This design comes from an exercise in tuning for small area on the open sky130 flow, not from production work.
No functional check of the RTL was part of this run.
Power figures rest on the tool's default switching activity, not on a simulated workload.

File: config.mk
export PLATFORM = sky130hd
export DESIGN_NAME = System
export DESIGN_NICKNAME = System
export VERILOG_FILES = /design/flow/design.v
export SDC_FILE = /design/flow/constraint.sdc
export NUM_CORES = 4
export LEC_CHECK = 0
export CAP_MARGIN = 20
export CORE_MARGIN = 2
export CORE_UTILIZATION = 40
export SLEW_MARGIN = 20
File: constraint.sdc
create_clock -name core_clock -period 10.0 [get_ports {clk}]
set_input_delay 2.0000 -clock core_clock [delete_from_list [all_inputs] [get_ports {clk}]]
set_output_delay 2.0000 -clock core_clock [all_outputs]
set_load 0.01 [all_outputs]
File: design.v
module RCServo(clk, rst, RxD_data, RCServo_pulse);
input clk;
input rst;
input [9:0] RxD_data;
output RCServo_pulse;
reg [9:0] RxD_data_reg;
always @(posedge clk) if(rst) RxD_data_reg <= 10'd0; else RxD_data_reg <= RxD_data;
parameter ClkDiv = 195;   
reg [7:0] ClkCount;
reg ClkTick;
always @(posedge clk) if(rst) ClkTick <= 1'b0; else ClkTick <= (ClkCount==ClkDiv-2);  
always @(posedge clk) if(rst) ClkCount <= 8'b0; else if(ClkTick) ClkCount <= 8'b0; else ClkCount <= ClkCount + 1'b1; 
reg [11:0] PulseCount;
always @(posedge clk) if(rst) PulseCount <= 12'b0; else if(ClkTick) PulseCount <= PulseCount + 1'b1;  
reg [9:0] RCServo_position;
always @(posedge clk) if(rst) RCServo_position <= 10'd0; else if(PulseCount==0) RCServo_position <= RxD_data_reg; 
reg RCServo_pulse;
always @(posedge clk) if(rst) RCServo_pulse <= 1'b0; else RCServo_pulse <= (PulseCount < {2'b00,RCServo_position}); 
endmodule
module multiplexerServo(select, normalSort, servoTest, muxOut);
input [0:0] select;		 
input [9:0] normalSort, servoTest;	 
output [9:0] muxOut;	 
reg [9:0] muxOut;	 
parameter normal = 1'b0, test = 1'b1;  
always@(select or normalSort or servoTest)
	begin
		case(select)
			normal:
				begin
				muxOut <= normalSort;	 
				end
			test:
				begin
				muxOut <= servoTest;	 
				end
		endcase
	end
endmodule
module multiplexerFour(select, muxOut, startOut, controllerInput, maintenanceInput, controllerStart, maintenanceStart);
input [0:0] select;	 
input controllerStart, maintenanceStart;	 
input [2:0] controllerInput, maintenanceInput;	 
output startOut;	 
output [2:0] muxOut;	 
reg startOut;
reg [2:0] muxOut;
parameter controller = 1'b0, maintenance = 1'b1; 
always@(select or controllerInput or maintenanceStart or controllerStart or maintenanceInput)
	begin
		case(select)
			controller:
				begin
				startOut <= controllerStart;	 
				muxOut <= controllerInput;	 
				end
			maintenance:
				begin
				startOut <= maintenanceStart;	 
				muxOut <= maintenanceInput;	 
				end
		endcase
	end
endmodule
module multiplexerOutput(select, normalOutput, maintenanceOutput, muxOut);
input [0:0] select;		 
input [2:0] normalOutput, maintenanceOutput;	 
output [2:0] muxOut;	 
reg [2:0] muxOut;	 
parameter normal = 1'b0, maintenance = 1'b1;  
always@(select or normalOutput or maintenanceOutput)
	begin
		case(select)
			normal:
				begin
				muxOut <= normalOutput;	 
				end
			maintenance:
				begin
				muxOut <= maintenanceOutput;	 
				end
		endcase
	end
endmodule
module multiplexerSeven(select, mbedInput, controllerOutput, maintenanceOutput);
input [0:0] select;	 
input [6:0] mbedInput;	 
output [6:0] controllerOutput, maintenanceOutput;	 
reg [6:0] controllerOutput, maintenanceOutput;	 
parameter controller = 1'b0, maintenance = 1'b1;  
always@(select or mbedInput)
	begin
		case(select)
			controller:
				begin
				controllerOutput <= mbedInput;	 
				maintenanceOutput <= 7'b0111111;	 
				end
			maintenance:
				begin
				maintenanceOutput <= mbedInput;	 
				controllerOutput <= 7'b1101110;	 
				end
		endcase
	end
endmodule
module multiplexerThree(select, controllerInput, maintenanceInput, controllerStart, maintenanceStart, startOut, muxOut);
input [0:0] select;
input [0:0] controllerStart, maintenanceStart;
input [1:0] controllerInput, maintenanceInput;
output [0:0] startOut;
output [1:0] muxOut;
reg [0:0] startOut;
reg [1:0] muxOut;
parameter controller = 1'b0, maintenance = 1'b1; 
always@(select or controllerStart or controllerInput or maintenanceStart or maintenanceInput)
	begin
		case(select)
			controller:
				begin
				startOut <= controllerStart;
				muxOut <= controllerInput;
				end
			maintenance:
				begin
				startOut <= maintenanceStart;
				muxOut <= maintenanceInput;
				end
		endcase
	end
endmodule
module controller(clk, rst, mbedInput, mbedOutput, sortStart, sortColour, dispenseStart, dispense, sortCompleteIn, dispenseCompleteIn);
input rst;
input clk;					 
input [6:0] mbedInput;		 
input sortCompleteIn, dispenseCompleteIn;
output [2:0] mbedOutput;	 
output [2:0] sortColour;	 
output [0:0] sortStart, dispenseStart;	 
output [1:0] dispense;		 
reg [6:0] mbedInput_reg;	 
reg [6:0] mbedInputCheck;
reg [0:0] sortStart;
reg [2:0] sortColour;
reg [0:0] dispenseStart;
reg [1:0] dispense;			
reg [2:0] mbedOutput;
reg sortCompleteOut, dispenseCompleteOut;
reg recieved;
reg [15:0] count;
always@(posedge clk)
	if(rst)
		begin
		mbedInput_reg <= 0;
		mbedInputCheck <= 0;
		sortStart <= 0;
		sortColour <= 0;
		dispenseStart <= 0;
		dispense <= 0;
		mbedOutput <= 0;
		sortCompleteOut <= 0;
		dispenseCompleteOut <= 0;
		recieved <= 0;
		count <= 0;
		end
	else
	begin
	if(sortCompleteIn == 1'b1)	 
		begin
		sortCompleteOut <= 1'b1;	 
		end
	if(dispenseCompleteIn == 1'b1)  
		begin
		dispenseCompleteOut <= 1'b1;  
		end
	if(mbedInputCheck != mbedInput)
		begin
		mbedInputCheck <= mbedInput;	 
		mbedInput_reg <= mbedInput;	 
		recieved <= 1'b1;	 
		sortCompleteOut <= 1'b0;	 
		dispenseCompleteOut <= 1'b0;	 
		end
	else
		begin
		if(count >= 50000)	 
			begin
			count <= 16'b0;
			recieved <= 1'b0;
			end
		else
			begin
			count <= count + 1'b1;
			end
		end
	sortStart <= mbedInput_reg[0:0];		 
	sortColour <= mbedInput_reg[3:1];	 
	dispenseStart <= mbedInput_reg[4:4];	 
	dispense <= mbedInput_reg[6:5];		 
	mbedOutput[0:0] <= recieved;		 
	mbedOutput[1:1] <= sortCompleteOut;	 
	mbedOutput[2:2] <= dispenseCompleteOut;	 
	end
endmodule
module dispense(clk, rst, start, dispense, dispenseServoRed, dispenseServoGreenBlue, complete, redLED, greenLED, blueLED);
input rst;
input clk, start;  
input [1:0] dispense;	 
output [9:0] dispenseServoRed, dispenseServoGreenBlue;	 
output complete;
output [0:0] redLED, greenLED, blueLED;
reg [3:0] state;  
reg [9:0] dispenseServoRed, dispenseServoGreenBlue;  
reg [14:0] pause;  
reg [1:0] dispense_reg, dispenseCheck;  
reg complete;
reg [0:0] redLED, greenLED, blueLED;
parameter control = 4'd0, red = 4'd1, redSecond = 4'd2, redThird = 4'd3, green = 4'd4, greenSecond = 4'd5, greenThird = 4'd6, blue = 4'd7, blueSecond = 4'd8, blueThird = 4'd9;
always@(posedge clk)
	if(rst)
		begin
		dispenseServoRed <= 10'd440;
		dispenseServoGreenBlue <= 10'd375;
		state <= 0;
		pause <= 0;
		dispense_reg <= 0;
		dispenseCheck <= 0;
		complete <= 0;
		redLED <= 0;
		greenLED <= 0;
		blueLED <= 0;
		end
	else
	begin
		if(dispense != dispenseCheck)	 
			begin
			dispenseCheck <= dispense;	 
			dispense_reg <= dispense;	 
			complete <= 1'b0;
			end
		if(start == 1'b1)	 
			begin
				case(state)
						control:		 
							begin
							if(dispense_reg == 2'b00)	 
								begin
								dispense_reg <= 2'b11;	 
								state <= red;			 
								end
							else if(dispense_reg == 2'b01)	 
								begin
								dispense_reg <= 2'b11;	 
								state <= green;			 
								end
							else if(dispense_reg == 2'b10)	 
								begin
								dispense_reg <= 2'b11;	 
								state <= blue;			 
								end
							else
								begin
								state <= control;		 
								end
							end
						red:			 
							begin
							redLED <= 1'b1;
							dispenseServoRed <= 10'd200;	 
							state <= redSecond;			 
							end
						redSecond:		 
							begin
							if(pause >= 30000)		 
								begin
								pause <= 15'b0;				 
								dispenseServoRed <= 10'd440;	 
								state <= redThird;
								end
							else
								begin
								pause <= pause + 1'b1;		 
								state <= redSecond;		 
								end
							end
						redThird:
							begin
							if(pause >= 20000)		 
								begin
								pause <= 15'b0;
								complete <= 1'b1;	 
								redLED <= 1'b0;
								state <= control;	 
								end
							else
								begin
								pause <= pause + 1'b1;
								state <= redThird;
								end
							end
						green:			 
							begin
							greenLED <= 1'b1;
							dispenseServoGreenBlue <= 10'd355;
							if(pause >= 15000)		 
								begin
								pause <= 15'b0;
								state <= greenSecond;				 
								end
							else
								begin
								pause <= pause + 1'b1;
								state <= green;
								end						
							end
						greenSecond:	 
							begin
							dispenseServoGreenBlue <= 10'd590;	 
							if(pause >= 20000)		 
								begin
								pause <= 15'b0;				 
								state <= greenThird;
								end
							else
								begin
								pause <= pause + 1'b1;		 
								state <= greenSecond;	 
								end
							end
						greenThird:
							begin
							dispenseServoGreenBlue <= 10'd375;	 
							if(pause >= 20000)		 
								begin
								pause <= 15'b0;
								complete <= 1'b1;	 
								greenLED <= 1'b0;
								state <= control;	 
								end
							else
								begin
								pause <= pause + 1'b1;
								state <= greenThird;
								end
							end
						blue:			 
							begin
							blueLED <= 1'b1;
							dispenseServoGreenBlue <= 10'd395;
							if(pause >= 15000)		 
								begin
								pause <= 15'b0;
								state <= blueSecond;			 
								end
							else
								begin
								pause <= pause + 1'b1;
								state <= blue;
								end
							end
						blueSecond:		 
							begin
							dispenseServoGreenBlue <= 10'd10;	 
							if(pause >= 20000)			 
								begin
								pause <= 15'b0;					 
								state <= blueThird;
								end
							else
								begin
								pause <= pause + 1'b1;		 
								state <= blueSecond;	 
								end
							end
						blueThird:
							begin
								dispenseServoGreenBlue <= 10'd375;	 
								if(pause >= 20000)		 
								begin
								pause <= 15'b0;
								complete <= 1'b1;	 
								blueLED <= 1'b0;
								state <= control;	 
								end
							else
								begin
								pause <= pause + 1'b1;
								state <= blueThird;
								end
							end
				endcase
			end
	end	
endmodule
module sort(clk, rst, start, colour, sortServoRedBlue, sortServoGreenOther, sortServoBinRecycle, liftUp, liftDown, complete, redLED, greenLED, blueLED);
input rst;
input clk, start;
input [2:0] colour;
output [9:0] sortServoRedBlue, sortServoGreenOther, sortServoBinRecycle;
output [0:0] liftUp, liftDown;
output complete;
output [0:0] redLED, greenLED, blueLED;
reg [9:0] sortServoRedBlue, sortServoGreenOther, sortServoBinRecycle;
reg [0:0] liftUp, liftDown;
reg [3:0] state;
reg [16:0] pause;
reg [2:0] colour_reg, colourCheck;
reg complete;
reg [0:0] redLED, greenLED, blueLED;
parameter colourSense = 4'd0, red = 4'd1, redSecond = 4'd2, green = 4'd3, greenSecond = 4'd4,
		  blue = 4'd5, blueSecond = 4'd6, bin = 4'd7, binSecond = 4'd8, binThird = 4'd9,
		  recycle = 4'd10, recycleSecond = 4'd11, recycleThird = 4'd12, lift = 4'd13, liftTwo = 4'd14, liftThree = 4'd15;
always@(posedge clk)
	if(rst)
		begin
		sortServoRedBlue <= 10'd355;
		sortServoGreenOther <= 10'd340;
		sortServoBinRecycle <= 10'd580;
		liftUp <= 1'b1;
		liftDown <= 1'b0;
		state <= 0;
		pause <= 0;
		colour_reg <= 0;
		colourCheck <= 0;
		complete <= 0;
		redLED <= 0;
		greenLED <= 0;
		blueLED <= 0;
		end
	else
	begin
		if(colour != colourCheck)
				begin
					colourCheck <= colour;
					colour_reg <= colour;
					complete <= 1'b0;
				end
		if(start == 1'b1)
			begin
				case(state)
					colourSense:					 
						begin
							if(colour_reg == 3'b000)	 
								begin
								colour_reg <= 3'b111;	 
								state <= red;
								end
							else if(colour_reg == 3'b001)  
								begin
								colour_reg <= 3'b111;	 
								state <= green;
								end
							else if(colour_reg == 3'b010)	 
								begin
								colour_reg <= 3'b111;	 
								state <= blue;
								end
							else if(colour_reg == 3'b011)	 
								begin
								colour_reg <= 3'b111;	 
								state <= bin;
								end
							else if(colour_reg == 3'b100)	 
								begin
								colour_reg <= 3'b111;	 
								state <= recycle;
								end
							else if(colour_reg == 3'b101)	 
								begin
								colour_reg <= 3'b111;	 
								state <= lift;
								end
							else
								begin
								state <= colourSense;
								end
						end
					red:							 
						begin
						redLED <= 1'b1;
						sortServoRedBlue <= 10'd570;   
							if(pause >= 20000)		 
								begin
								pause <= 17'b0;                  
								sortServoRedBlue <= 10'd355;     
								state <= redSecond;  
								end
							else
								begin
								pause <= pause + 1'b1;	 
								state <= red;	 
								end                    
						end
					redSecond:
						begin
						if(pause >= 5000)		 
							begin
							pause <= 17'b0;
							complete <= 1'b1;	 
							redLED <= 1'b0;
							state <= colourSense;  
							end
						else
							begin
							pause <= pause + 1'b1;
							state <= redSecond;
							end
						end
					green:							 
						begin
						greenLED <= 1'b1;
						sortServoGreenOther <= 10'd70; 	 
							if(pause >= 20000)		 
								begin
								pause <= 17'b0;
								sortServoGreenOther <= 10'd340;	 
								state <= greenSecond;			 
								end
							else						 
								begin
								pause <= pause + 1'b1;	 
								state <= green;			 
								end				 
						end
					greenSecond:
						begin
						if(pause >= 5000)		 
							begin
							pause <= 17'b0;
							complete <= 1'b1;	 
							greenLED <= 1'b0;
							state <= colourSense;  
							end
						else
							begin
							pause <= pause + 1'b1;	 
							state <= greenSecond;	 
							end	
						end
					blue:							 
						begin
						blueLED <= 1'b1;
						sortServoRedBlue <= 10'd185;   
							if(pause >= 20000)	 
								begin
								pause <= 17'b0;                  
								sortServoRedBlue <= 10'd355;     
								state <= blueSecond;
								end
							else
								begin
								pause <= pause + 1'b1;	 
								state <= blue;	 
								end					
						end
					blueSecond:
						begin
						if(pause >= 5000)	 
							begin
							pause <= 17'b0;
							complete <= 1'b1;	 
							blueLED <= 1'b0;
							state <= colourSense;		 
							end
						else
							begin
							pause <= pause + 1'b1;
							state <= blueSecond;
							end
						end
					bin:							 
						begin
						sortServoGreenOther <= 10'd560;	 
						sortServoBinRecycle <= 10'd350;	 
							if(pause >= 20000)	 
								begin
								pause <= 17'b0;																
								sortServoGreenOther <= 10'd340;	 
								state <= binSecond;	 
								end
							else
								begin
								pause <= pause + 1'b1;	 
								state <= bin;	 
								end			
						end
					binSecond:
						begin
						if(pause >= 20000)	 
								begin
								pause <= 17'b0;
								sortServoBinRecycle <= 10'd580;	 
								state <= binThird;
								end
							else
								begin
								pause <= pause + 1'b1;	 
								state <= binSecond;	 
								end
						end
					binThird:
						begin
						if(pause >= 5000)	 
							begin
							pause <= 17'b0;
							complete <= 1'b1;	 
							state <= colourSense;			 
							end
						else
							begin
							pause <= pause + 1'b1;
							state <= binThird;
							end
						end
					recycle:						 
						begin
						sortServoGreenOther <= 10'd560;	 
						sortServoBinRecycle <= 10'd580;	 
							if(pause >= 20000)	 
								begin
								pause <= 17'b0;								
								sortServoGreenOther <= 10'd340;	 
								state <= recycleSecond;		 
								end
							else
								begin
								pause <= pause + 1'b1;	 
								state <= recycle;	 
								end										
						end
					recycleSecond:
						begin
						if(pause >= 20000)	 
							begin
							pause <= 17'b0;
							sortServoBinRecycle <= 10'd350;	 
							state <= recycleThird;
							end
						else
							begin
							pause <= pause + 1'b1;	 
							state <= recycleSecond;	 
							end	
						end
					recycleThird:
						begin
						if(pause >= 5000)		 
							begin
							pause <= 17'b0;
							complete <= 1'b1;	 
							state <= colourSense;	 
							end
						else
							begin
							pause <= pause + 1'b1;
							state <= recycleThird;
							end
						end
					lift:				 
						begin
						liftUp <= 1'b0; 
						liftDown <= 1'b0; 
						if(pause >= 100000)	 
							begin
							pause <= 17'b0;
							state <= liftTwo;	 
							end
						else
							begin
							pause <= pause + 1'b1;
							state <= lift;
							end
						end
					liftTwo:
						begin
						liftUp <= 1'b1; 
						liftDown <= 1'b0; 
						if(pause >= 10000)		 
							begin
							pause <= 17'b0;
							state <= liftThree;
							end
						else
							begin
							pause <= pause + 1'b1;
							state <= liftTwo;
							end
						end
					liftThree:
						begin
						liftUp <= 1'b1;  
						liftDown <= 1'b1; 
						if(pause >= 100000)		 
							begin
							pause <= 17'b0;
							liftUp <= 1'b1; 
							liftDown <= 1'b0; 
							complete <= 1'b1;	 
							state <= colourSense;
							end
						else
							begin
							pause <= pause + 1'b1;
							state <= liftThree;
							end
						end
				endcase
		end
	end
endmodule
module maintenance(clk, rst, inputSignal, results, sortStart, dispenseStart, sortColour, dispense, sortComplete, dispenseComplete,
			selectRedBlue, selectGreenOther, selectBinRecycle, selectRed, selectGreenBlue, positionRedBlue, positionGreenOther, positionBinRecycle, positionRed, positionGreenBlue, state);
input rst;
input clk;
input [6:0] inputSignal;
input sortComplete, dispenseComplete;
output [2:0] results;
output [2:0] sortColour;	 
output sortStart, dispenseStart;	 
output [1:0] dispense;		 
output [9:0] positionRedBlue, positionGreenOther, positionBinRecycle, positionRed, positionGreenBlue;
output selectRedBlue, selectGreenOther, selectBinRecycle, selectRed, selectGreenBlue;
output [4:0] state;
reg [4:0] state;
reg [0:0] start;
reg [5:0] controlSignal;
reg [5:0] controlSignal_reg;
reg [5:0] controlSignalCheck;
reg [2:0] sortColour;
reg sortStart, dispenseStart;
reg [1:0] dispense;
reg [2:0] results;
reg [0:0] complete;
reg [0:0] received;
reg [14:0] pause;
reg [15:0] count;
reg [9:0] positionRedBlue, positionGreenOther, positionBinRecycle, positionRed, positionGreenBlue;
reg selectRedBlue, selectGreenOther, selectBinRecycle, selectRed, selectGreenBlue;
parameter control = 5'd0, binHopper = 5'd1, dispenseRed = 5'd2, dispenseGreen = 5'd3, dispenseBlue = 5'd4,
		  testRedBlueLeft = 5'd5, testRedBlueCentre = 5'd6, testRedBlueRight = 5'd7, testGreenOtherUp = 5'd8,
		  testGreenOtherCentre = 5'd9, testGreenOtherDown = 5'd10, testBinRecycleLeft = 5'd11,
		  testBinRecycleRight = 5'd12, testRedPush = 5'd13, testRedHome = 5'd14, testGreenBlueLeft = 5'd15,
		  testGreenBlueCentre = 5'd16, testGreenBlueRight = 5'd17, maintenanceEND = 5'd18;
always@(posedge clk)
	if(rst) results <= 3'b0; else
	begin
	results[0:0] <= received;
	results[1:1] <= complete;
	results[2:2] <= 1'b0;
	end
always@(posedge clk)
	if(rst)
		begin
		dispense <= 2'b11;
		sortColour <= 3'b111;
		state <= 0;
		pause <= 0;
		count <= 0;
		start <= 0;
		controlSignal <= 0;
		controlSignal_reg <= 0;
		controlSignalCheck <= 0;
		sortStart <= 0;
		dispenseStart <= 0;
		complete <= 0;
		received <= 0;
		positionRedBlue <= 0;
		positionGreenOther <= 0;
		positionBinRecycle <= 0;
		positionRed <= 0;
		positionGreenBlue <= 0;
		selectRedBlue <= 0;
		selectGreenOther <= 0;
		selectBinRecycle <= 0;
		selectRed <= 0;
		selectGreenBlue <= 0;
		end
	else
	begin
		controlSignal <= inputSignal[5:0];	 
		start <= inputSignal[6:6];			 
		if(controlSignal != controlSignalCheck)	 
			begin
			controlSignalCheck <= controlSignal;	 
			controlSignal_reg <= controlSignal;		 
			received <= 1'b1;	 
			complete <= 1'b0;	 
			end
		else if(count == 50000)	 
			begin
			count <= 16'b0;
			received <= 1'b0;
			end
		else
			begin
			count <= count + 1'b1;
			end
		if(start)	 
			begin
				case(state)
					control:
						begin
							if(controlSignal_reg == 6'b000001)	 
								begin
								controlSignal_reg <= 6'b111111;	 
								state <= binHopper;
								end
							else if(controlSignal_reg == 6'b000010)	 
								begin
								controlSignal_reg <= 6'b111111;	 
								state <= dispenseRed;
								end
							else if(controlSignal_reg == 6'b000011)	 
								begin
								controlSignal_reg <= 6'b111111;	 
								state <= dispenseGreen;
								end
							else if(controlSignal_reg == 6'b000100)	 
								begin
								controlSignal_reg <= 6'b111111;	 
								state <= dispenseBlue;
								end
							else if(controlSignal_reg == 6'b000101)	 
								begin
								controlSignal_reg <= 6'b111111;	 
								state <= testRedBlueLeft;
								end
							else if(controlSignal_reg == 6'b000110)	 
								begin
								controlSignal_reg <= 6'b111111;	 
								state <= testRedBlueCentre;
								end
							else if(controlSignal_reg == 6'b000111)	 
								begin
								controlSignal_reg <= 6'b111111;	 
								state <= testRedBlueRight;
								end
							else if(controlSignal_reg == 6'b001000)	 
								begin
								controlSignal_reg <= 6'b111111;	 
								state <= testGreenOtherUp;
								end
							else if(controlSignal_reg == 6'b001001)	 
								begin
								controlSignal_reg <= 6'b111111;	 
								state <= testGreenOtherCentre;
								end
							else if(controlSignal_reg == 6'b001010)	 
								begin
								controlSignal_reg <= 6'b111111;	 
								state <= testGreenOtherDown;
								end
							else if(controlSignal_reg == 6'b001011)	 
								begin
								controlSignal_reg <= 6'b111111;	 
								state <= testBinRecycleLeft;
								end
							else if(controlSignal_reg == 6'b001100)	 
								begin
								controlSignal_reg <= 6'b111111;	 
								state <= testBinRecycleRight;
								end
							else if(controlSignal_reg == 6'b001101)	 
								begin
								controlSignal_reg <= 6'b111111;	 
								state <= testRedPush;	
								end
							else if(controlSignal_reg == 6'b001110)	 
								begin
								controlSignal_reg <= 6'b111111;	 
								state <= testRedHome;
								end
							else if(controlSignal_reg == 6'b001111)	 
								begin
								controlSignal_reg <= 6'b111111;	 
								state <= testGreenBlueLeft;
								end
							else if(controlSignal_reg == 6'b010000)	 
								begin
								controlSignal_reg <= 6'b111111;	 
								state <= testGreenBlueCentre;
								end
							else if(controlSignal_reg == 6'b010001)	 
								begin
								controlSignal_reg <= 6'b111111;	 
								state <= testGreenBlueRight;
								end
							else if(controlSignal_reg == 6'b010010)	 
								begin
								controlSignal_reg <= 6'b111111;	 
								state <= maintenanceEND;
								end
							else		 
								begin
								state <= control;
								end
						end
					binHopper:			 
						begin
						sortStart <= 1'b1;	 
						sortColour <= 3'b011;	 
						if(sortComplete)	 
							begin
							sortColour <= 3'b111;	 
							sortStart <= 1'b0;		 
							complete <= 1'b1;		 
							state <= control;		
							end
						else				 
							begin
							state <= binHopper;
							end
						end
					dispenseRed:		 
						begin
						dispenseStart <= 1'b1;	 
						dispense <= 2'b00;		 
						if(dispenseComplete)	 
							begin
							dispense <= 2'b11;	 
							dispenseStart <= 1'b0;	 
							complete <= 1'b1;	 
							state <= control;	 
							end
						else
							begin
							state <= dispenseRed;	 
							end
						end
					dispenseGreen:		 
						begin
						dispenseStart <= 1'b1;	 
						dispense <= 2'b01;		 
						if(dispenseComplete)	 
							begin
							dispense <= 2'b11;	 
							dispenseStart <= 1'b0;	 
							complete <= 1'b1;	 
							state <= control;	 
							end
						else
							begin
							state <= dispenseGreen;	 
							end
						end
					dispenseBlue:		 
						begin
						dispenseStart <= 1'b1;	 
						dispense <= 2'b10;		 
						if(dispenseComplete)	 
							begin
							dispense <= 2'b11;	 
							dispenseStart <= 1'b0;	 
							complete <= 1'b1;	 
							state <= control;	 
							end
						else
							begin
							state <= dispenseBlue;  
							end
						end
					testRedBlueLeft:
						begin
						selectRedBlue <= 1'b1;
						positionRedBlue <= 10'd570;	 
						if(pause == 25000)	 
							begin
							pause <= 15'b0;	 
							complete <= 1'b1;
							state <= control;	 
							end
						else
							begin
							pause <= pause + 1'b1;
							state <= testRedBlueLeft;
							end
						end
					testRedBlueCentre:
						begin
						selectRedBlue <= 1'b1;
						positionRedBlue <= 10'd355;	 
						if(pause == 25000)	 
							begin
							pause <= 15'b0;	 
							complete <= 1'b1;
							state <= control;	 
							end
						else
							begin
							pause <= pause + 1'b1;	 
							state <= testRedBlueCentre;	 
							end
						end
					testRedBlueRight:
						begin
						selectRedBlue <= 1'b1;
						positionRedBlue <= 10'd185;	 
						if(pause == 25000)	 
							begin
							pause <= 15'b0;	 
							complete <= 1'b1;
							state <= control;	 
							end
						else
							begin
							pause <= pause + 1'b1;	 
							state <= testRedBlueRight;	 
							end
						end
					testGreenOtherUp:
						begin
						selectGreenOther <= 1'b1;
						positionGreenOther <= 10'd560;	 
						if(pause == 25000)	 
							begin
							pause <= 15'b0;	 
							complete <= 1'b1;
							state <= control;	 
							end
						else
							begin
							pause <= pause + 1'b1;	 
							state <= testGreenOtherUp;	 
							end
						end
					testGreenOtherCentre:
						begin
						selectGreenOther <= 1'b1;
						positionGreenOther <= 10'd340;	 
						if(pause == 25000)	 
							begin
							pause <= 15'b0;	 
							complete <= 1'b1;
							state <= control;	 
							end
						else
							begin
							pause <= pause + 1'b1;	 
							state <= testGreenOtherCentre;	 
							end
						end
					testGreenOtherDown:
						begin
						selectGreenOther <= 1'b1;
						positionGreenOther <= 10'd70;	 
						if(pause == 25000)	 
							begin
							pause <= 15'b0;	 
							complete <= 1'b1;
							state <= control;	 
							end
						else
							begin
							pause <= pause + 1'b1;	 
							state <= testGreenOtherDown;	 
							end
						end
					testBinRecycleLeft:
						begin
						selectBinRecycle <= 1'b1;
						positionBinRecycle <= 10'd350;	 
						if(pause == 25000)	 
							begin
							pause <= 15'b0;	 
							complete <= 1'b1;
							state <= control;	 
							end
						else
							begin
							pause <= pause + 1'b1;	 
							state <= testBinRecycleLeft;	 
							end
						end
					testBinRecycleRight:
						begin
						selectBinRecycle <= 1'b1;
						positionBinRecycle <= 10'd580;	 
						if(pause == 25000)	 
							begin
							pause <= 15'b0;	 
							complete <= 1'b1;
							state <= control;	 
							end
						else
							begin
							pause <= pause + 1'b1;	 
							state <= testBinRecycleRight;	 
							end
						end
					testRedPush:
						begin
						selectRed <= 1'b1;
						positionRed <= 10'd200;	 
						if(pause == 25000)	 
							begin
							pause <= 15'b0;	 
							complete <= 1'b1;
							state <= control;	 
							end
						else
							begin
							pause <= pause + 1'b1;	 
							state <= testRedPush;	 
							end
						end
					testRedHome:
						begin
						selectRed <= 1'b1;
						positionRed <= 10'd440;	 
						if(pause == 25000)	 
							begin
							pause <= 15'b0;	 
							complete <= 1'b1;
							state <= control;	 
							end
						else
							begin
							pause <= pause + 1'b1;	 
							state <= testRedHome;	 
							end
						end
					testGreenBlueLeft:
						begin
						selectGreenBlue <= 1'b1;
						positionGreenBlue <= 10'd550;	 
						if(pause == 25000)	 
							begin
							pause <= 15'b0;	 
							complete <= 1'b1;
							state <= control;	 
							end
						else
							begin
							pause <= pause + 1'b1;	 
							state <= testGreenBlueLeft;	 
							end
						end
					testGreenBlueCentre:
						begin
						selectGreenBlue <= 1'b1;
						positionGreenBlue <= 10'd355;	 
						if(pause == 25000)	 
							begin
							pause <= 15'b0;	 
							complete <= 1'b1;
							state <= control;	 
							end
						else
							begin
							pause <= pause + 1'b1;	 
							state <= testGreenBlueCentre;	 
							end
						end
					testGreenBlueRight:
						begin
						selectGreenBlue <= 1'b1;
						positionGreenBlue <= 10'd10;	 
						if(pause == 25000)	 
							begin
							pause <= 15'b0;	 
							complete <= 1'b1;
							state <= control;	 
							end
						else
							begin
							pause <= pause + 1'b1;	 
							state <= testGreenBlueRight;	 
							end
						end
					maintenanceEND:
						begin
						selectRedBlue <= 1'b1;
						selectGreenOther <= 1'b1;
						selectBinRecycle <= 1'b1;
						selectRed <= 1'b1;
						selectGreenBlue <= 1'b1;
						positionRedBlue <= 10'd355;
						positionGreenOther <= 10'd355;
						positionBinRecycle <= 10'd580;
						positionRed <= 10'd440;
						positionGreenBlue <= 10'd355;
						if(pause == 25000)	 
							begin
							pause <= 15'b0;
							selectRedBlue <= 1'b0;
							selectGreenOther <= 1'b0;
							selectBinRecycle <= 1'b0;
							selectRed <= 1'b0;
							selectGreenBlue <= 1'b0;
							complete <= 1'b1;
							state <= control;
							end
						else
							begin
							pause <= pause + 1'b1;
							state <= maintenanceEND;
							end
						end
				endcase
			end
	end
endmodule
module System(
	clk,
	rst,
	mbed,
	select,
	GreenBlueServoOut,
	RedServoOut,
	BinRecycleServoOut,
	RedBlueServoOut,
	GreenOtherServoOut,
	dispenseBlueLED,
	dispenseComplete,
	dispenseGreenLED,
	dispenseRedLED,
	mainState,
	mbedOutput,
	results,
	sortBlueLED,
	sortComplete,
	sortGreenLED,
	sortRedLED
);
input	clk;
input	rst;
input	[6:0] mbed;
input	[0:0] select;
output	GreenBlueServoOut;
output	RedServoOut;
output	BinRecycleServoOut;
output	RedBlueServoOut;
output	GreenOtherServoOut;
output	[0:0] dispenseBlueLED;
output	[0:0] dispenseComplete;
output	[0:0] dispenseGreenLED;
output	[0:0] dispenseRedLED;
output	[4:0] mainState;
output	[2:0] mbedOutput;
output	[2:0] results;
output	[0:0] sortBlueLED;
output	[0:0] sortComplete;
output	[0:0] sortGreenLED;
output	[0:0] sortRedLED;
wire	[1:0] conDispenseColour;
wire	[0:0] conDispenseStart;
wire	[2:0] conSortColour;
wire	[0:0] conSortStart;
wire	[2:0] controllerOutput;
wire	[0:0] dispenseComplete_ALTERA_SYNTHESIZED;
wire	[9:0] mainBinRecycle;
wire	[1:0] mainDispenseColour;
wire	[0:0] maindispenseStart;
wire	[9:0] mainGreenBlue;
wire	[9:0] mainGreenOther;
wire	[9:0] mainRed;
wire	[9:0] mainRedBlue;
wire	[2:0] mainSortColour;
wire	[0:0] mainSortStart;
wire	[2:0] maintenanceOutput;
wire	[9:0] normalBinRecycle;
wire	[9:0] normalGreenBlue;
wire	[9:0] normalGreenOther;
wire	[9:0] normalRed;
wire	[9:0] normalRedBlue;
wire	[0:0] selectBinRecycle;
wire	[0:0] selectGreenBlue;
wire	[0:0] selectGreenOther;
wire	[0:0] selectRed;
wire	[0:0] selectRedBlue;
wire	[0:0] sortComplete_ALTERA_SYNTHESIZED;
wire	[0:0] startSort;
wire	[9:0] SYNTHESIZED_WIRE_0;
wire	[9:0] SYNTHESIZED_WIRE_1;
wire	[9:0] SYNTHESIZED_WIRE_2;
wire	[2:0] SYNTHESIZED_WIRE_3;
wire	[6:0] SYNTHESIZED_WIRE_4;
wire	[6:0] SYNTHESIZED_WIRE_5;
wire	[0:0] SYNTHESIZED_WIRE_6;
wire	[1:0] SYNTHESIZED_WIRE_7;
wire	[9:0] SYNTHESIZED_WIRE_8;
wire	[9:0] SYNTHESIZED_WIRE_9;
RCServo	b2v_BinRecycleServo(.clk(clk),.rst(rst),
.RxD_data(SYNTHESIZED_WIRE_0),.RCServo_pulse(BinRecycleServoOut));
defparam	b2v_BinRecycleServo.ClkDiv = 4;
multiplexerServo	b2v_BinRecycleServoMux(.normalSort(normalBinRecycle),
.select(selectBinRecycle),.servoTest(mainBinRecycle),.muxOut(SYNTHESIZED_WIRE_0));
defparam	b2v_BinRecycleServoMux.normal = 'b0;
defparam	b2v_BinRecycleServoMux.test = 'b1;
RCServo	b2v_GreenBlueServo(.clk(clk),.rst(rst),
.RxD_data(SYNTHESIZED_WIRE_1),.RCServo_pulse(GreenBlueServoOut));
defparam	b2v_GreenBlueServo.ClkDiv = 4;
multiplexerServo	b2v_GreenBlueServoMux(.normalSort(normalGreenBlue),
.select(selectGreenBlue),.servoTest(mainGreenBlue),.muxOut(SYNTHESIZED_WIRE_1));
defparam	b2v_GreenBlueServoMux.normal = 'b0;
defparam	b2v_GreenBlueServoMux.test = 'b1;
RCServo	b2v_GreenOtherServo(.clk(clk),.rst(rst),
.RxD_data(SYNTHESIZED_WIRE_2),.RCServo_pulse(GreenOtherServoOut));
defparam	b2v_GreenOtherServo.ClkDiv = 4;
multiplexerServo	b2v_GreenOtherServoMux(.normalSort(normalGreenOther),
.select(selectGreenOther),.servoTest(mainGreenOther),.muxOut(SYNTHESIZED_WIRE_2));
defparam	b2v_GreenOtherServoMux.normal = 'b0;
defparam	b2v_GreenOtherServoMux.test = 'b1;
sort	b2v_inst(.clk(clk),.rst(rst),
.start(startSort),.colour(SYNTHESIZED_WIRE_3),.complete(sortComplete_ALTERA_SYNTHESIZED),.blueLED(sortBlueLED),.greenLED(sortGreenLED),.redLED(sortRedLED),.sortServoBinRecycle(normalBinRecycle),.sortServoGreenOther(normalGreenOther),.sortServoRedBlue(normalRedBlue));
defparam	b2v_inst.bin = 'b0111;
defparam	b2v_inst.binSecond = 'b1000;
defparam	b2v_inst.binThird = 'b1001;
defparam	b2v_inst.blue = 'b0101;
defparam	b2v_inst.blueSecond = 'b0110;
defparam	b2v_inst.colourSense = 'b0000;
defparam	b2v_inst.green = 'b0011;
defparam	b2v_inst.greenSecond = 'b0100;
defparam	b2v_inst.recycle = 'b1010;
defparam	b2v_inst.recycleSecond = 'b1011;
defparam	b2v_inst.recycleThird = 'b1100;
defparam	b2v_inst.red = 'b0001;
defparam	b2v_inst.redSecond = 'b0010;
multiplexerFour	b2v_inst11(.controllerStart(conSortStart),
.maintenanceStart(mainSortStart),.controllerInput(conSortColour),.maintenanceInput(mainSortColour),.select(select),.startOut(startSort),.muxOut(SYNTHESIZED_WIRE_3));
defparam	b2v_inst11.controller = 'b0;
defparam	b2v_inst11.maintenance = 'b1;
multiplexerOutput	b2v_inst12(.maintenanceOutput(maintenanceOutput),
.normalOutput(controllerOutput),.select(select),.muxOut(mbedOutput));
defparam	b2v_inst12.maintenance = 'b1;
defparam	b2v_inst12.normal = 'b0;
multiplexerThree	b2v_inst17(.controllerInput(conDispenseColour),
.controllerStart(conDispenseStart),.maintenanceInput(mainDispenseColour),.maintenanceStart(maindispenseStart),.select(select),.muxOut(SYNTHESIZED_WIRE_7),.startOut(SYNTHESIZED_WIRE_6));
defparam	b2v_inst17.controller = 'b0;
defparam	b2v_inst17.maintenance = 'b1;
maintenance	b2v_inst2(.clk(clk),.rst(rst),
.sortComplete(sortComplete_ALTERA_SYNTHESIZED),.dispenseComplete(dispenseComplete_ALTERA_SYNTHESIZED),.inputSignal(SYNTHESIZED_WIRE_4),.sortStart(mainSortStart),.dispenseStart(maindispenseStart),.selectRedBlue(selectRedBlue),.selectGreenOther(selectGreenOther),.selectBinRecycle(selectBinRecycle),.selectRed(selectRed),.selectGreenBlue(selectGreenBlue),.dispense(mainDispenseColour),.positionBinRecycle(mainBinRecycle),.positionGreenBlue(mainGreenBlue),.positionGreenOther(mainGreenOther),.positionRed(mainRed),.positionRedBlue(mainRedBlue),.results(maintenanceOutput),.sortColour(mainSortColour),.state(mainState));
defparam	b2v_inst2.binHopper = 'b00001;
defparam	b2v_inst2.control = 'b00000;
defparam	b2v_inst2.dispenseBlue = 'b00100;
defparam	b2v_inst2.dispenseGreen = 'b00011;
defparam	b2v_inst2.dispenseRed = 'b00010;
defparam	b2v_inst2.maintenanceEND = 'b10010;
defparam	b2v_inst2.testBinRecycleLeft = 'b01011;
defparam	b2v_inst2.testBinRecycleRight = 'b01100;
defparam	b2v_inst2.testGreenBlueCentre = 'b10000;
defparam	b2v_inst2.testGreenBlueLeft = 'b01111;
defparam	b2v_inst2.testGreenBlueRight = 'b10001;
defparam	b2v_inst2.testGreenOtherCentre = 'b01001;
defparam	b2v_inst2.testGreenOtherDown = 'b01010;
defparam	b2v_inst2.testGreenOtherUp = 'b01000;
defparam	b2v_inst2.testRedBlueCentre = 'b00110;
defparam	b2v_inst2.testRedBlueLeft = 'b00101;
defparam	b2v_inst2.testRedBlueRight = 'b00111;
defparam	b2v_inst2.testRedHome = 'b01110;
defparam	b2v_inst2.testRedPush = 'b01101;
controller	b2v_inst3(.clk(clk),.rst(rst),
.sortCompleteIn(sortComplete_ALTERA_SYNTHESIZED),.dispenseCompleteIn(dispenseComplete_ALTERA_SYNTHESIZED),.mbedInput(SYNTHESIZED_WIRE_5),.dispense(conDispenseColour),.dispenseStart(conDispenseStart),.mbedOutput(controllerOutput),.sortColour(conSortColour),.sortStart(conSortStart));
multiplexerSeven	b2v_inst4(.mbedInput(mbed),
.select(select),.controllerOutput(SYNTHESIZED_WIRE_5),.maintenanceOutput(SYNTHESIZED_WIRE_4));
defparam	b2v_inst4.controller = 'b0;
defparam	b2v_inst4.maintenance = 'b1;
dispense	b2v_inst6(.clk(clk),.rst(rst),
.start(SYNTHESIZED_WIRE_6),.dispense(SYNTHESIZED_WIRE_7),.complete(dispenseComplete_ALTERA_SYNTHESIZED),.blueLED(dispenseBlueLED),.dispenseServoGreenBlue(normalGreenBlue),.dispenseServoRed(normalRed),.greenLED(dispenseGreenLED),.redLED(dispenseRedLED));
defparam	b2v_inst6.blue = 'b0111;
defparam	b2v_inst6.blueSecond = 'b1000;
defparam	b2v_inst6.blueThird = 'b1001;
defparam	b2v_inst6.control = 'b0000;
defparam	b2v_inst6.green = 'b0100;
defparam	b2v_inst6.greenSecond = 'b0101;
defparam	b2v_inst6.greenThird = 'b0110;
defparam	b2v_inst6.red = 'b0001;
defparam	b2v_inst6.redSecond = 'b0010;
defparam	b2v_inst6.redThird = 'b0011;
RCServo	b2v_RedBlueServo(.clk(clk),.rst(rst),
.RxD_data(SYNTHESIZED_WIRE_8),.RCServo_pulse(RedBlueServoOut));
defparam	b2v_RedBlueServo.ClkDiv = 4;
multiplexerServo	b2v_RedBlueServoMux(.normalSort(normalRedBlue),
.select(selectRedBlue),.servoTest(mainRedBlue),.muxOut(SYNTHESIZED_WIRE_8));
defparam	b2v_RedBlueServoMux.normal = 'b0;
defparam	b2v_RedBlueServoMux.test = 'b1;
RCServo	b2v_RedServo(.clk(clk),.rst(rst),
.RxD_data(SYNTHESIZED_WIRE_9),.RCServo_pulse(RedServoOut));
defparam	b2v_RedServo.ClkDiv = 4;
multiplexerServo	b2v_RedServoMux(.normalSort(normalRed),
.select(selectRed),.servoTest(mainRed),.muxOut(SYNTHESIZED_WIRE_9));
defparam	b2v_RedServoMux.normal = 'b0;
defparam	b2v_RedServoMux.test = 'b1;
assign	dispenseComplete = dispenseComplete_ALTERA_SYNTHESIZED;
assign	results = maintenanceOutput;
assign	sortComplete = sortComplete_ALTERA_SYNTHESIZED;
endmodule
File: run.sh
#!/bin/bash
# synth_recipe.tcl (not shown) runs the flow's synth.tcl, then flattens the netlist and writes it again
# the make line also repeats each setting of config.mk as NAME=value (left out here)
make -C /OpenROAD-flow-scripts/flow DESIGN_CONFIG=/design/flow/config.mk WORK_HOME=/design/flow/orfs CLKGATE_MAP_FILE= SYNTH_SCRIPT=/design/flow/synth_recipe.tcl finish
==> impl_metrics.csv <==
group,metric,value,unit
outcome,outcome,"no timing/DRC/antenna violations",
yosys,ys_ff_latch,382,
yosys,yosys_warnings,10,
routing,drtPass1Iterations,5,
yosys,synth_area,0.0176,mm^2
critical_path,critPathMaxStageDelay,0.73,ns
floorplanning,die_area,0.0458,mm^2
sta,relSlewSlack,0.359,
grt,gr-total-overflow,0,
floorplanning,ios,34,
critical_path,crit_path_end_kind,"output port",
sta,rsz0062_at_grt,"false",
yosys,syn_inst,2084,
yosys,synth_area_per_cell,8.47,um^2
cells_and_area,registers.top_by_ff_count,"b2v_inst.pause",
yosys,postSynth.asyncResetShare,0,
sta,min_period,5.81,ns
grt,grt_start_max_net_pins,155,
hold_path,min_path_type,"register to register",
grt,grt_util_all_layers,0.161,
sta,fmax,172,MHz
cells_and_area,syn2layout_area_growth,12.4,%
yosys,synth_common_cells,"dfxtp_1, nor2_1, nand2_1",
critical_path,cp_common_cell,"clkdlybuf4s50_1",
sta,finalClockSkew,0.0190,ns
sta,hold_slack,0.446,ns
critical_path,crit_slowest_cell,"clkdlybuf4s50_1",
place,dp_hpwl,24.7,mm
cts,htree_levels,2,
critical_path,worstSetupPathType,"input pin to output port",
cts,clk_latency,0.56,ns
sta,setup_violations,0,
pwr,p_leak,7.29,nW
critical_path,start_kind,"input pin",
grt,grt_pass1_vias,13300,
critical_path,arrival,3.81,ns
critical_path,crit_chain,"clkdlybuf4s50_1 > buf_4 > nor2b_1 > clkdlybuf4s50_1",
flow_run,cap_violations,0,
place,dpl_cell_area,0.0183,mm^2
yosys,postSynthNetCount,2161,
cells_and_area,finalInstanceArea,0.0198,mm^2
routing,post-route-drc-count,0,
cts,cts_root_buffer,"clkbuf_16",
floorplanning,rows,76,
floorplanning,die_x,214,um
yosys,synth-edff-count,0,
sta,post-route-period-util,0.581,
pwr,power.density,171,mW/mm^2
cells_and_area,drive_gt1_frac,0.0496,
floorplanning,initial_utilization,0.408,
routing,wl_per_cell,13.8,um
sta,fin_setup_tns,0,ns
sta,worst_pin_slew,0.953,ns
cells_and_area,final_nets,2142,
place,gp_congestion,0.839,
cts,holdBufCountCts,0,
place,io_buffers,32,
routing,drtIter0Drc,928,
yosys,ys.flop_type,"dfxtp_1",
yosys,seq_area_frac_synth,0.433,
floorplanning,die_h,214,um
critical_path,timing.critical_path.buf_inv,3,
pwr,ir_drop,0.000115,V
cells_and_area,largest_register_ff_count,17,
yosys,yosysMostFrequentCell,"dfxtp_1",
cts,post_cts_buffers,0,
critical_path,cp.required,8.00,ns
grt,grt_pass1_wl,64.0,mm
routing,finalWirelength,37.0,mm
yosys,yosys-top-cells-area,"dfxtp_1, nor2_1, ha_1, xor2_1, a21oi_1",
grt,antenna_found_initial,0,
cts,cts_tree,"yes",
cts,cts_inserted_buffers,42,
cts,cts_resized,0,
floorplanning,coreArea,0.0433,mm^2
cts,cts.path.max_buffers,3,
cts,path_clk_slew,0.06,ns
yosys,synth.top_cell.area_share,0.433,
sta,hold_violations,0,
routing,drtAntennaViolNets,0,
routing,viasPerCell,5.23,
sta,finalMaxSlewViolations,0,
yosys,synth_cell_types,77,
critical_path,critPathTopFamily,"buffers and inverters",
cells_and_area,reg.largest.list,"b2v_inst.pause: 17 flops, b2v_inst2.count: 16 flops, b2v_inst3.count: 16 flops",
cells_and_area,antennaDiodeCount,0,
cells_and_area,final_util,0.458,
cts,tritoncts_num_sinks,382,
routing,vias,14000,
critical_path,cp_max_fo,18,
yosys,synth_area_leader_cell,"dfxtp_1",
cells in the final DEF (no fill, tap or decap), types with 12 or more instances in the layout:
cell and count:
a21o_1 12, a21oi_1 128, a31oi_1 26, and3_1 42, clkbuf_16 45, clkdlybuf4s50_1 31
dfxtp_1 382, ha_1 67, inv_1 100, mux2i_1 64, nand2_1 162, nand2b_1 30
nand3_1 72, nand4_1 31, nor2_1 310, nor2b_1 28, nor3_1 46, nor4_1 32
o211ai_1 13, o21a_1 18, o21ai_0 90, or2_2 12, or3_1 29, xnor2_1 56
xor2_1 79
layer usage:
layer / part of all wire / up-vias / track usage
li1: - / 7200 / -
met1: 0.49 / 6527 / 0.216
met2: 0.45 / 229 / 0.262
met3: 0.034 / 67 / 0.0227
met4: 0.029 / 0 / 0.0655
met5: 0 / - / 0
per-stage QoR:
stage / power (mW) / setup slack (ns) / cells
floorplan: 1.75 / 5.03 / 2084
global placement: 1.79 / 4.22 / 2606
detailed placement: 1.79 / 4.23 / 2606
CTS: 3.45 / 4.21 / 2683
global route: 3.54 / 4.11 / 2683
finish: 3.39 / 4.19 / 2683
power by group:
| part | internal, mW | switching (mW) |
|---|---|---|
| Clock | 1.01 | 0.621 |
| Sequential | 1.56 | 0.0342 |
| Combinational | 0.0700 | 0.0939 |
| Total | 2.64 | 0.749 |
area by class of cell:
class                      count  area (um^2)
clock buffer                  60         1230
multi-input combinational   1503         9230
sequential                   382         7650
tap                          585          732
inverter                     100          375
fill                        4217        23400
timing repair buffer          36          367
clock inverter                17          250
kinds of logic after synthesis:
group | Yosys count | share of synthesized area
adders and majority gates | 68 | 0.0481
DFF | 382 | 0.433
muxes | 69 | 0.0395
buffers and inverters | 199 | 0.0440
AOI/OAI and AO/OA | 382 | 0.135
and+or+nand+nor | 848 | 0.233
xor gates and xnor gates | 135 | 0.0670
other | 1 | 0.000213
worst min-delay path: stages, from the launching register on:
cell and delay [ns]:
dfxtp_1 0.31, inv_1 0.05, a21oi_1 0.05
final timing paths:
| kind | startpoint | to | cells past startpoint | slack [ns] |
|---|---|---|---|---|
| worst max register to register | b2v_inst3.mbedInput_reg[5] | b2v_inst3.count[6] | 6 | 7.48 |
| worst min-delay path | b2v_inst6.dispenseServoGreenBlue[3] | b2v_inst6.dispenseServoGreenBlue[3] | 2 | 0.45 |
| worst max-delay path | select[0] | mbedOutput[2] | 4 | 4.19 |
| worst min register to register | b2v_inst6.dispenseServoGreenBlue[3] | b2v_inst6.dispenseServoGreenBlue[3] | 2 | 0.45 |

[separate check: timing with driven ports]
Ports are ideal in the flow. The routed layout listed here was re-timed in OpenROAD.
Step 1 assumes that a clkbuf_16 drives the clock port and a buf_2 every other input.
Step 2 also shifts input and output timing later by t, the mid clock arrival at the registers, as if the neighbouring blocks saw the same clock.
a / b / c = no drivers / after step 1 / after step 2; a / b = the first two.
shift t [ns]: 0.604
setup slack, ns: 4.187 / 4.166 / 4.166
worst hold slack (ns): 0.446 / 0.446 / 0.446
worst setup path after step 2: input to output
worst data-port slew with drivers (ns): 0.03
After both steps this run still meets setup and hold. For this run, drivers alone change the setup slack by -0.021 ns; drivers and shift together by -0.021 ns.
